This design comes from an exercise in tuning for a short achievable clock period and few clock cycles on the open sky130 flow, not from production work. Function was checked by simulation only, so behaviour that the tests miss may differ from the original. Power figures rest on the tool's default switching activity, not on a simulated workload.

`design/flow/design.v`:
```
module ALU(
    input  logic [31:0] a,
    input  logic [31:0] b,
    input  logic [2:0]  f3,
    input  logic        sub,
    input  logic        sra,
    output logic [31:0] y
);
    logic [31:0] sum, srl_y, sra_y;
    assign sum   = sub ? (a - b) : (a + b);
    assign srl_y = a >> b[4:0];
    assign sra_y = $signed(a) >>> b[4:0];
    always_comb begin
        case (f3)
            3'b000: y = sum;
            3'b001: y = a << b[4:0];
            3'b010: y = {31'd0, $signed(a) < $signed(b)};
            3'b011: y = {31'd0, a < b};
            3'b100: y = a ^ b;
            3'b101: y = sra ? sra_y : srl_y;
            3'b110: y = a | b;
            default: y = a & b;
        endcase
    end
endmodule
module BR_CMP(
    input  logic [31:0] a,
    input  logic [31:0] b,
    input  logic [2:0]  f3,
    output logic        taken
);
    logic eq, lt, ltu;
    assign eq  = (a == b);
    assign lt  = ($signed(a) < $signed(b));
    assign ltu = (a < b);
    always_comb begin
        case (f3)
            3'b000: taken = eq;
            3'b001: taken = ~eq;
            3'b100: taken = lt;
            3'b101: taken = ~lt;
            3'b110: taken = ltu;
            3'b111: taken = ~ltu;
            default: taken = 1'b0;
        endcase
    end
endmodule
module DMEM(
    input  logic        clk,
    input  logic [8:0]  raddr,
    input  logic [2:0]  rf3,
    output logic [31:0] rdata,
    input  logic        we,
    input  logic [8:0]  waddr,
    input  logic [2:0]  wf3,
    input  logic [31:0] wdata
);
    logic [7:0] bank [0:3][0:127];
    logic [6:0] ridx0, ridx1, widx0, widx1;
    logic [1:0] rsh, wsh;
    assign ridx0 = raddr[8:2];
    assign ridx1 = raddr[8:2] + 7'd1;
    assign rsh   = raddr[1:0];
    assign widx0 = waddr[8:2];
    assign widx1 = waddr[8:2] + 7'd1;
    assign wsh   = waddr[1:0];
    logic [7:0] bout [0:3];      
    logic [7:0] byt  [0:3];      
    genvar g;
    generate
        for (g = 0; g < 4; g++) begin : g_bank
            logic [6:0] ridx, widx;
            logic [1:0] k;       
            logic       bwe;
            assign ridx = (g < rsh) ? ridx1 : ridx0;
            assign widx = (g < wsh) ? widx1 : widx0;
            assign k    = 2'(g) - wsh;
            assign bout[g] = bank[g][ridx];
            assign bwe  = we & ((wf3[1:0] == 2'b10) | (wf3[1:0] == 2'b01 && k[1] == 1'b0) | (k == 2'd0));
            always_ff @(posedge clk)
                if (bwe) bank[g][widx] <= wdata[8*k +: 8];
        end
    endgenerate
    assign byt[0] = bout[rsh];
    assign byt[1] = bout[rsh + 2'd1];
    assign byt[2] = bout[rsh + 2'd2];
    assign byt[3] = bout[rsh + 2'd3];
    always_comb begin
        case (rf3)
            3'b000:  rdata = {{24{byt[0][7]}}, byt[0]};
            3'b001:  rdata = {{16{byt[1][7]}}, byt[1], byt[0]};
            3'b100:  rdata = {24'd0, byt[0]};
            3'b101:  rdata = {16'd0, byt[1], byt[0]};
            default: rdata = {byt[3], byt[2], byt[1], byt[0]};
        endcase
    end
endmodule
module PREDEC(
    input  logic [31:0] ins,
    input  logic [31:0] pc,
    output logic [4:0]  rd,
    output logic [4:0]  rs1,
    output logic [4:0]  rs2,
    output logic        wrd,       
    output logic        is_ld,
    output logic        is_st,
    output logic        is_br,
    output logic        is_jal,
    output logic        is_jalr,
    output logic        is_mul,
    output logic        is_div,
    output logic [31:0] tgt        
);
    logic [6:0] opc;
    logic       is_op;
    assign opc     = ins[6:0];
    assign rd      = ins[11:7];
    assign rs1     = ins[19:15];
    assign rs2     = ins[24:20];
    assign is_ld   = (opc == 7'b0000011);
    assign is_st   = (opc == 7'b0100011);
    assign is_br   = (opc == 7'b1100011);
    assign is_jal  = (opc == 7'b1101111);
    assign is_jalr = (opc == 7'b1100111);
    assign is_op   = (opc == 7'b0110011);
    assign is_mul  = is_op & ins[25] & ~ins[14];
    assign is_div  = is_op & ins[25] & ins[14];
    assign wrd     = ~is_st & ~is_br & (rd != 5'd0);
    assign tgt     = pc + (is_jal ? {{12{ins[31]}}, ins[19:12], ins[20], ins[30:21], 1'b0}
                                  : {{20{ins[31]}}, ins[7], ins[30:25], ins[11:8], 1'b0});
endmodule
module MULT(
    input  logic [31:0] a,
    input  logic [31:0] b,
    input  logic [1:0]  f3,
    output logic [31:0] y
);
    logic        as, bs;
    logic [65:0] p;
    assign as = (f3 != 2'b11);
    assign bs = ~f3[1];
    assign p  = $signed({as & a[31], a}) * $signed({bs & b[31], b});
    assign y  = (f3 == 2'b00) ? p[31:0] : p[63:32];
endmodule
module DIVIDER #(parameter int STEPS = 4) (
    input  logic        clk,
    input  logic        rst,
    input  logic        req,
    input  logic [31:0] a,
    input  logic [31:0] b,
    input  logic [1:0]  f3,      
    output logic        stall,
    output logic [31:0] y
);
    logic        busy, done;
    logic [31:0] R, S, Q, D, a_save;
    logic [6:0]  cnt;
    logic        negq, negr, rem, dz;
    logic        sgn, an, bn;
    logic [31:0] n, d;
    logic [5:0]  msb_n, msb_d;   
    logic signed [7:0] k;
    logic [63:0] nsh;
    assign sgn = ~f3[0];
    assign an  = sgn & a[31];
    assign bn  = sgn & b[31];
    assign n   = an ? (32'd0 - a) : a;
    assign d   = bn ? (32'd0 - b) : b;
    always_comb begin
        msb_n = 6'd0;
        msb_d = 6'd0;
        for (int i = 0; i < 32; i++) begin
            if (n[i]) msb_n = 6'(i + 1);
            if (d[i]) msb_d = 6'(i + 1);
        end
    end
    assign k   = $signed({2'b0, msb_n}) - $signed({2'b0, msb_d}) + 8'sd1;
    assign nsh = {32'd0, n} << (6'd32 - k[5:0]);
    logic [31:0] Rn, Sn, Qn;
    always_comb begin
        logic [32:0] r2;
        logic        ge;
        Rn = R; Sn = S; Qn = Q;
        r2 = 33'd0;
        ge = 1'b0;
        for (int j = 0; j < STEPS; j++) begin
            if (7'(j) < cnt) begin
                r2 = {Rn, Sn[31]};
                ge = (r2 >= {1'b0, D});
                Rn = ge ? (r2[31:0] - D) : r2[31:0];
                Sn = {Sn[30:0], 1'b0};
                Qn = {Qn[30:0], ge};
            end
        end
    end
    always_ff @(posedge clk) begin
        if (rst) begin
            busy <= 1'b0;
            done <= 1'b0;
        end else if (done) begin
            done <= 1'b0;
        end else if (busy) begin
            R <= Rn; S <= Sn; Q <= Qn;
            cnt <= cnt - 7'(STEPS);
            if (cnt <= 7'(STEPS)) begin
                busy <= 1'b0;
                done <= 1'b1;
            end
        end else if (req) begin
            D      <= d;
            negq   <= sgn & (a[31] ^ b[31]);
            negr   <= an;
            rem    <= f3[1];
            dz     <= (b == 32'd0);
            a_save <= a;
            Q      <= 32'd0;
            if (b == 32'd0 || k <= 8'sd0) begin
                R    <= n;
                done <= 1'b1;
            end else begin
                R    <= nsh[63:32];
                S    <= nsh[31:0];
                cnt  <= k[6:0];
                busy <= 1'b1;
            end
        end
    end
    assign stall = req & ~done;
    always_comb begin
        if (dz)       y = rem ? a_save : 32'hFFFF_FFFF;
        else if (rem) y = negr ? (32'd0 - R) : R;
        else          y = negq ? (32'd0 - Q) : Q;
    end
endmodule
module XSLOT(
    input  logic [31:0] ins,
    input  logic [31:0] pc,
    input  logic [31:0] a,
    input  logic [31:0] b,
    output logic [31:0] res,
    output logic        taken,
    output logic [31:0] tgt,       
    output logic [31:0] jtgt,      
    output logic [31:0] ea         
);
    logic [6:0] opc;
    logic [2:0] f3;
    logic is_lui, is_auipc, is_jal, is_jalr, is_st, is_op;
    assign opc      = ins[6:0];
    assign f3       = ins[14:12];
    assign is_lui   = (opc == 7'b0110111);
    assign is_auipc = (opc == 7'b0010111);
    assign is_jal   = (opc == 7'b1101111);
    assign is_jalr  = (opc == 7'b1100111);
    assign is_st    = (opc == 7'b0100011);
    assign is_op    = (opc == 7'b0110011);
    logic [31:0] imm_i, imm_s, imm_b, imm_u, imm_j;
    assign imm_i = {{20{ins[31]}}, ins[31:20]};
    assign imm_s = {{20{ins[31]}}, ins[31:25], ins[11:7]};
    assign imm_b = {{20{ins[31]}}, ins[7], ins[30:25], ins[11:8], 1'b0};
    assign imm_u = {ins[31:12], 12'b0};
    assign imm_j = {{12{ins[31]}}, ins[19:12], ins[20], ins[30:21], 1'b0};
    logic [31:0] alu_out, jsum;
    ALU u_alu (
        .a(a), .b(is_op ? b : imm_i), .f3(f3),
        .sub(is_op & ins[30]), .sra(ins[30]),
        .y(alu_out)
    );
    BR_CMP u_cmp (.a(a), .b(b), .f3(f3), .taken(taken));
    assign tgt  = pc + (is_jal ? imm_j : imm_b);
    assign jsum = a + imm_i;
    assign jtgt = {jsum[31:1], 1'b0};
    assign ea   = a + (is_st ? imm_s : imm_i);
    always_comb begin
        if (is_jal | is_jalr) res = pc + 32'd4;
        else if (is_lui)      res = imm_u;
        else if (is_auipc)    res = pc + imm_u;
        else                  res = alu_out;
    end
endmodule
module REG_FILE(
    input  logic             clk,
    input  logic             rst,
    input  logic [3:0]       we,
    input  logic [3:0][4:0]  waddr,
    input  logic [3:0][31:0] wdata,
    input  logic [7:0][4:0]  raddr,
    output logic [7:0][31:0] rdata,
    output logic [31:0]      regs_31
);
    logic [31:0] regs [0:31];
    assign regs[0] = 32'd0;
    assign regs_31 = regs[31];
    genvar g;
    generate
        for (g = 0; g < 8; g++) begin : g_rd
            assign rdata[g] = regs[raddr[g]];
        end
        for (g = 1; g < 32; g++) begin : g_reg
            always_ff @(posedge clk) begin
                if (rst)
                    regs[g] <= 32'd0;
                else if (we[3] && waddr[3] == g)
                    regs[g] <= wdata[3];
                else if (we[2] && waddr[2] == g)
                    regs[g] <= wdata[2];
                else if (we[1] && waddr[1] == g)
                    regs[g] <= wdata[1];
                else if (we[0] && waddr[0] == g)
                    regs[g] <= wdata[0];
            end
        end
    endgenerate
endmodule
module Top(
    input  logic        clk,
    input  logic        rst,
    output logic [31:0] imem_addr,
    input  logic [31:0] imem_rdata,
    output logic [31:0] regs_31
);
    localparam int WIN = 60;         
    logic rst_q;
    always_ff @(posedge clk) rst_q <= rst;
    logic [31:0] F;                  
    logic [31:0] P;                  
    logic [31:0] PF;                 
    assign imem_addr = P;
    logic [31:0] PD, PDA;
    logic        PDV;
    logic        cv [0:127];
    logic [22:0] ct [0:127];
    logic [31:0] cd [0:127];
    logic        cb [0:127];         
    logic [4:0][31:0] A;             
    genvar g;
    generate
        for (g = 0; g < 5; g++) begin : g_addr
            assign A[g] = F + 32'(4 * g);
        end
    endgenerate
    logic [3:0][31:0] bd;
    logic [3:0][22:0] bt;
    logic [3:0]       bv, bb;
    generate
        for (g = 0; g < 4; g++) begin : g_bank
            logic [4:0] row;
            logic [6:0] e;
            assign row = F[8:4] + ((2'(g) < F[3:2]) ? 5'd1 : 5'd0);
            assign e   = {row, 2'(g)};
            assign bd[g] = cd[e];
            assign bt[g] = ct[e];
            assign bv[g] = cv[e];
            assign bb[g] = cb[e];
        end
    endgenerate
    logic PD_pred;                   
    assign PD_pred = (PD[6:0] == 7'b1100011) & PD[31];
    logic [3:0][31:0] w;             
    logic [3:0]       hit, cbit;
    generate
        for (g = 0; g < 4; g++) begin : g_slot
            logic [1:0] bs;
            logic       pdm;
            assign bs  = F[3:2] + 2'(g);
            assign pdm = PDV & (PDA[31:2] == A[g][31:2]);
            assign hit[g]  = pdm | (bv[bs] & (bt[bs] == A[g][31:9]));
            assign w[g]    = pdm ? PD : bd[bs];
            assign cbit[g] = pdm ? PD_pred : bb[bs];
        end
    endgenerate
    logic [3:0][4:0]  f_rd, f_rs1, f_rs2;
    logic [3:0]       f_wrd, f_ld, f_st, f_br, f_jal, f_jalr, f_mul, f_div;
    logic [3:0][31:0] f_tgt;
    generate
        for (g = 0; g < 4; g++) begin : g_pd
            PREDEC u_pd (
                .ins(w[g]), .pc(A[g]),
                .rd(f_rd[g]), .rs1(f_rs1[g]), .rs2(f_rs2[g]), .wrd(f_wrd[g]),
                .is_ld(f_ld[g]), .is_st(f_st[g]), .is_br(f_br[g]), .is_jal(f_jal[g]),
                .is_jalr(f_jalr[g]), .is_mul(f_mul[g]), .is_div(f_div[g]),
                .tgt(f_tgt[g])
            );
        end
    endgenerate
    logic [3:0] f_end, f_pred, okv, f_w31;
    logic [3:0][2:0] fs1, fs2;       
    assign f_pred = (f_br & cbit) | f_jal;
    assign f_end  = f_pred | f_jalr | f_div;
    assign f_w31  = f_wrd & {f_rd[3] == 5'd31, f_rd[2] == 5'd31, f_rd[1] == 5'd31, f_rd[0] == 5'd31};
    always_comb begin
        logic st_b, w31_b;
        okv[0] = hit[0];
        st_b   = f_st[0];
        w31_b  = f_w31[0];
        for (int k = 1; k < 4; k++) begin
            okv[k] = okv[k-1] & ~f_end[k-1] & hit[k] &
                     ~(f_ld[k] | f_mul[k] | f_div[k] | f_jalr[k]) &
                     ~(f_st[k] & st_b) & ~(f_w31[k] & w31_b);
            st_b   = st_b | f_st[k];
            w31_b  = w31_b | f_w31[k];
        end
        for (int k = 0; k < 4; k++) begin
            fs1[k] = 3'd0;
            fs2[k] = 3'd0;
            for (int j = 0; j < k; j++) begin
                if (f_wrd[j] && f_rd[j] == f_rs1[k]) fs1[k] = {1'b1, 2'(j)};
                if (f_wrd[j] && f_rd[j] == f_rs2[k]) fs2[k] = {1'b1, 2'(j)};
            end
        end
    end
    logic [31:0] g_next;
    always_comb begin
        g_next = A[1];
        for (int k = 0; k < 4; k++)
            if (okv[k]) g_next = f_pred[k] ? f_tgt[k] : A[k+1];
    end
    logic pg, bubble;
    assign pg     = ~hit[0] & (P == F);      
    assign bubble = ~hit[0] & (P != F);
    logic [31:0] fn;                         
    assign fn = pg ? A[1] : (bubble ? F : g_next);
    logic [3:0][31:0] xins;
    logic [3:0]       xv, xpred;
    logic [3:0][2:0]  xfs1, xfs2;
    logic [31:0]      xpc;
    logic [3:0][31:0] xpcs;
    generate
        for (g = 0; g < 4; g++) begin : g_xpc
            assign xpcs[g] = xpc + 32'(4 * g);
        end
    endgenerate
    logic [7:0][4:0]  rf_ra;
    logic [7:0][31:0] rf_rd;
    logic [3:0]       rf_we;
    logic [3:0][4:0]  rf_wa;
    logic [3:0][31:0] rf_wd;
    generate
        for (g = 0; g < 4; g++) begin : g_ra
            assign rf_ra[2*g]   = xins[g][19:15];
            assign rf_ra[2*g+1] = xins[g][24:20];
        end
    endgenerate
    REG_FILE u_rf (
        .clk(clk), .rst(rst_q),
        .we(rf_we), .waddr(rf_wa), .wdata(rf_wd),
        .raddr(rf_ra), .rdata(rf_rd),
        .regs_31(regs_31)
    );
    logic [3:0][31:0] opa, opb, sres, res, stgt, sjtgt, sea;
    logic [3:0]       staken;
    logic [3:0][4:0]  x_rd, x_rs1, x_rs2;
    logic [3:0]       x_wrd, x_ld, x_st, x_br, x_jal, x_jalr, x_mul, x_div;
    logic [3:0][31:0] x_unused_tgt;
    generate
        for (g = 0; g < 4; g++) begin : g_x
            PREDEC u_xd (
                .ins(xins[g]), .pc(xpcs[g]),
                .rd(x_rd[g]), .rs1(x_rs1[g]), .rs2(x_rs2[g]), .wrd(x_wrd[g]),
                .is_ld(x_ld[g]), .is_st(x_st[g]), .is_br(x_br[g]), .is_jal(x_jal[g]),
                .is_jalr(x_jalr[g]), .is_mul(x_mul[g]), .is_div(x_div[g]),
                .tgt(x_unused_tgt[g])
            );
            if (g == 0) begin : g_s0
                assign opa[0] = rf_rd[0];
                assign opb[0] = rf_rd[1];
            end else begin : g_sn
                logic [31:0] fa, fb;
                always_comb begin
                    fa = res[0];
                    fb = res[0];
                    for (int j = 1; j < g; j++) begin
                        if (xfs1[g][1:0] == 2'(j)) fa = res[j];
                        if (xfs2[g][1:0] == 2'(j)) fb = res[j];
                    end
                end
                assign opa[g] = xfs1[g][2] ? fa : rf_rd[2*g];
                assign opb[g] = xfs2[g][2] ? fb : rf_rd[2*g+1];
            end
            XSLOT u_xs (
                .ins(xins[g]), .pc(xpcs[g]), .a(opa[g]), .b(opb[g]),
                .res(sres[g]), .taken(staken[g]), .tgt(stgt[g]), .jtgt(sjtgt[g]), .ea(sea[g])
            );
        end
    endgenerate
    logic [31:0] ld_val, mul_out, div_out;
    logic        div_stall;
    logic        st_we;
    logic [8:0]  st_addr;
    logic [2:0]  st_f3;
    logic [31:0] st_data;
    DMEM u_dmem (
        .clk(clk),
        .raddr(sea[0][8:0]), .rf3(xins[0][14:12]), .rdata(ld_val),
        .we(st_we), .waddr(st_addr), .wf3(st_f3), .wdata(st_data)
    );
    MULT u_mul (.a(opa[0]), .b(opb[0]), .f3(xins[0][13:12]), .y(mul_out));
    DIVIDER u_div (
        .clk(clk), .rst(rst_q),
        .req(xv[0] & x_div[0]), .a(opa[0]), .b(opb[0]), .f3(xins[0][13:12]),
        .stall(div_stall), .y(div_out)
    );
    always_comb begin
        res = sres;
        if (x_ld[0])       res[0] = ld_val;
        else if (x_mul[0]) res[0] = mul_out;
        else if (x_div[0]) res[0] = div_out;
    end
    logic [3:0]  mis, ev;
    logic [3:0][31:0] rtg;
    always_comb begin
        for (int k = 0; k < 4; k++) begin
            mis[k] = xv[k] & (x_br[k] ? (staken[k] != xpred[k]) :
                              x_jal[k] ? ~xpred[k] : x_jalr[k]);
            rtg[k] = x_jalr[k] ? sjtgt[k] : ((x_br[k] & ~staken[k]) ? xpcs[k] + 32'd4 : stgt[k]);
        end
        ev[0] = xv[0];
        ev[1] = xv[1] & ~mis[0];
        ev[2] = xv[2] & ~mis[0] & ~mis[1];
        ev[3] = xv[3] & ~mis[0] & ~mis[1] & ~mis[2];
    end
    logic        redirect;
    logic [31:0] rtarget;
    assign redirect = |(mis & ev);
    always_comb begin
        rtarget = rtg[3];
        for (int k = 3; k >= 0; k--)
            if (mis[k]) rtarget = rtg[k];
    end
    always_comb begin
        for (int k = 0; k < 4; k++) begin
            rf_we[k] = ev[k] & x_wrd[k] & ~div_stall;
            rf_wa[k] = x_rd[k];
            rf_wd[k] = res[k];
        end
    end
    logic [3:0] stv;
    assign stv   = ev & x_st;
    assign st_we = |stv & ~div_stall;
    always_comb begin
        st_addr = 9'd0;
        st_f3   = 3'd0;
        st_data = 32'd0;
        for (int k = 0; k < 4; k++)
            if (stv[k]) begin
                st_addr = sea[k][8:0];
                st_f3   = xins[k][14:12];
                st_data = opb[k];
            end
    end
    logic [31:0] fsel;               
    assign fsel = redirect ? rtarget : fn;
    logic       fs_hit;
    logic [6:0] fs_e;
    assign fs_e   = fn[8:2];
    assign fs_hit = (cv[fs_e] & (ct[fs_e] == fn[31:9]) &
                     ~(PDV & (PDA[8:2] == fs_e) & (PDA[31:9] != fn[31:9]))) |
                    (PDV & (PDA == fn)) | (P == fn);
    logic [31:0] pf_d;
    assign pf_d = PF - fn;
    logic [31:0] P_f, PF_f, P_n, PF_n;
    always_comb begin
        if (!fs_hit) begin
            P_f  = fn;
            PF_f = fn + 32'd4;
        end else if (pf_d != 32'd0 && pf_d < 32'(4 * WIN)) begin
            P_f  = PF;
            PF_f = PF + 32'd4;
        end else if (pf_d[31] || pf_d == 32'd0) begin
            P_f  = fn;
            PF_f = fn + 32'd4;
        end else begin
            P_f  = fn;
            PF_f = PF;
        end
    end
    assign P_n  = redirect ? rtarget : P_f;
    assign PF_n = redirect ? PF : PF_f;
    always_ff @(posedge clk) begin
        if (rst_q) begin
            F     <= 32'd0;
            P     <= 32'd0;
            PF    <= 32'd4;
            xv    <= 4'd0;
            xpred <= 4'd0;
            xpc   <= 32'd0;
            xins  <= {4{32'h13}};
            xfs1  <= '0;
            xfs2  <= '0;
        end else if (div_stall) begin
        end else begin
            F  <= fsel;
            P  <= P_n;
            PF <= PF_n;
            xpc <= F;
            if (redirect || bubble) begin
                xv <= 4'd0;
            end else if (pg) begin
                xv      <= 4'b0001;
                xpred   <= 4'd0;
                xins[0] <= imem_rdata;
                xfs1    <= '0;
                xfs2    <= '0;
            end else begin
                xv    <= okv;
                xpred <= f_pred & okv;
                xins  <= w;
                xfs1  <= fs1;
                xfs2  <= fs2;
            end
        end
    end
    always_ff @(posedge clk) begin
        PD  <= imem_rdata;
        PDA <= P;
        PDV <= ~rst_q;
    end
    always_ff @(posedge clk) begin
        if (PDV && !rst_q) begin
            cd[PDA[8:2]] <= PD;
            ct[PDA[8:2]] <= PDA[31:9];
        end
    end
    generate
        for (g = 0; g < 128; g++) begin : g_cent
            logic [3:0] upd;
            for (genvar k = 0; k < 4; k++) begin : g_u
                assign upd[k] = ev[k] & x_br[k] & ~div_stall & (xpcs[k][8:2] == 7'(g));
            end
            always_ff @(posedge clk) begin
                if (rst_q)
                    cv[g] <= 1'b0;
                else if (PDV && PDA[8:2] == 7'(g))
                    cv[g] <= 1'b1;
            end
            always_ff @(posedge clk) begin
                if (upd[3])      cb[g] <= staken[3];
                else if (upd[2]) cb[g] <= staken[2];
                else if (upd[1]) cb[g] <= staken[1];
                else if (upd[0]) cb[g] <= staken[0];
                else if (PDV && PDA[8:2] == 7'(g)) cb[g] <= PD_pred;
            end
        end
    endgenerate
endmodule
```
`design/flow/run.sh`:
```
#!/bin/bash
# synth_recipe.tcl (not shown) runs the flow's synth.tcl, then flattens the netlist and writes it again
# the make line also repeats each setting of config.mk as NAME=value (left out here)
make -C /OpenROAD-flow-scripts/flow DESIGN_CONFIG=/design/flow/config.mk WORK_HOME=/design/flow/orfs CLKGATE_MAP_FILE= SYNTH_SCRIPT=/design/flow/synth_recipe.tcl finish
```
`design/flow/config.mk`:
```
export PLATFORM = sky130hd
export DESIGN_NAME = Top
export DESIGN_NICKNAME = Top
export VERILOG_FILES = /design/flow/design.v
export SDC_FILE = /design/flow/constraint.sdc
export NUM_CORES = 8
export LEC_CHECK = 0
export ABC_CLOCK_PERIOD_IN_PS = 20000
export CAP_MARGIN = 20
export CORE_MARGIN = 2
export CORE_UTILIZATION = 40
export SLEW_MARGIN = 20
```
`design/flow/constraint.sdc`:
```
create_clock -name core_clock -period 115.0 [get_ports {clk}]
set_input_delay 23.0000 -clock core_clock [delete_from_list [all_inputs] [get_ports {clk}]]
set_output_delay 23.0000 -clock core_clock [all_outputs]
set_load 0.01 [all_outputs]
```
==> impl_results.md <==
- Largest net degree at the start of global routing: 189
- Port buffer count: 97
- Initial core utilization: 0.400
- Async set-reset flop share out of synthesis: 0
- # IOs: 98
- GRT overflow: 41
- Die height: 1390 µm
- Root Buffer: clkbuf_16
- Run Error: [ERROR GRT-0116] Global routing finished with congestion. Check the congestion regions in the DRC Viewer.
- Post-synth top area share: 0.449
- Outcome: did not finish
- GRT Resource Usage Total: 0.699
- Synthesis-stage register bit count: 12,899
- Post-synth EDFFs: 11,435
- Hold buffers post-CTS: 0
- CTS max path bufs: 6
- Most common cell in the netlist: edfxtp_1
- Yosys top cell by area: edfxtp_1
- Ys flop type: edfxtp_1
- H-tree level count: 7
- First-pass GRT wire length: 8,770,000 µm
- Dpl ws: 79.33 ns
- Synth Cell Area: 765,000 µm²
- Synth cell count leaders: edfxtp_1, nor2_1, nand2_1, clkbuf_1, a21oi_1
- Syn Nets: 69,811
- Die X: 1390 µm
- CTS Sinks: 12,899
- Post-CTS Resized: 0
- Sequential share of the synthesized area: 0.487
- DPL Wire Length: 4,410,000 µm
- Post-CTS setup buffer count: 0
- Syn Area/Cell: 11.4 µm²
- Row cnt: 508
- Distinct cells, synth: 144
- Stop stage: 5_1_grt
- Yosys warning count: 12
- Vias in the first global route: 740,397
- Post-synthesis cell count: 67,192
- Gpl congestion: 1.32
- Area contributors post-synth: edfxtp_1, mux4_2, dfxtp_1
- CTS Buf Count: 1,388
-- per-layer routing --
layer,overflow,global-route usage
met1,0,0.749
met2,13,0.820
met3,5,0.570
met4,19,0.592
met5,4,0.386
-- worst min-delay path by stage --
stage | start | endpoint | slack, ns | cells past startpoint
after CTS | xins[51]$_SDFFE_PP0P_ | xins[51]$_SDFFE_PP0P_ | 0.46 | 2
after detailed placement | xins[51]$_SDFFE_PP0P_ | xins[51]$_SDFFE_PP0P_ | 0.45 | 2
after global placement | xpc[22]$_SDFFE_PP0N_ | xpc[22]$_SDFFE_PP0N_ | 0.44 | 2
after floorplan | P[31]$_SDFFE_PP0N_ | PDA[31]$_DFF_P_ | 0.42 | 0
-- logic make-up after synthesis --
| kind of cell | Yosys count | share of synthesized area |
|---|---|---|
| AOI/OAI and AO/OA | 18800 | 0.171 |
| and+or+nand+nor | 17425 | 0.103 |
| DFF | 12899 | 0.487 |
| buffers and inverters | 8905 | 0.0467 |
| muxes | 5151 | 0.122 |
| adders and majority gates | 2585 | 0.0537 |
| xor gates and xnor gates | 1427 | 0.0165 |
-- metrics by stage --
step / power, W / instances / hold slack, ns / cell area, µm²
3_3_place_gp: 0.0164 / 91287 / 0.440 / 822000
4_1_cts: 0.0209 / 93880 / 0.456 / 869000
3_5_place_dp: 0.0163 / 91352 / 0.448 / 824000
2_1_floorplan: 0.0112 / 67192 / 0.417 / 765000
-- power by group through the flow --
stage                     Sequential, W  Clock [W]  Combinational (W)
after floorplan                 0.00537          0            0.00587
after global placement          0.00537          0             0.0110
after detailed placement        0.00537          0             0.0110
after CTS                       0.00527    0.00462             0.0110
Testbench counts, summed over its fixed seeds: cycles 57,003.
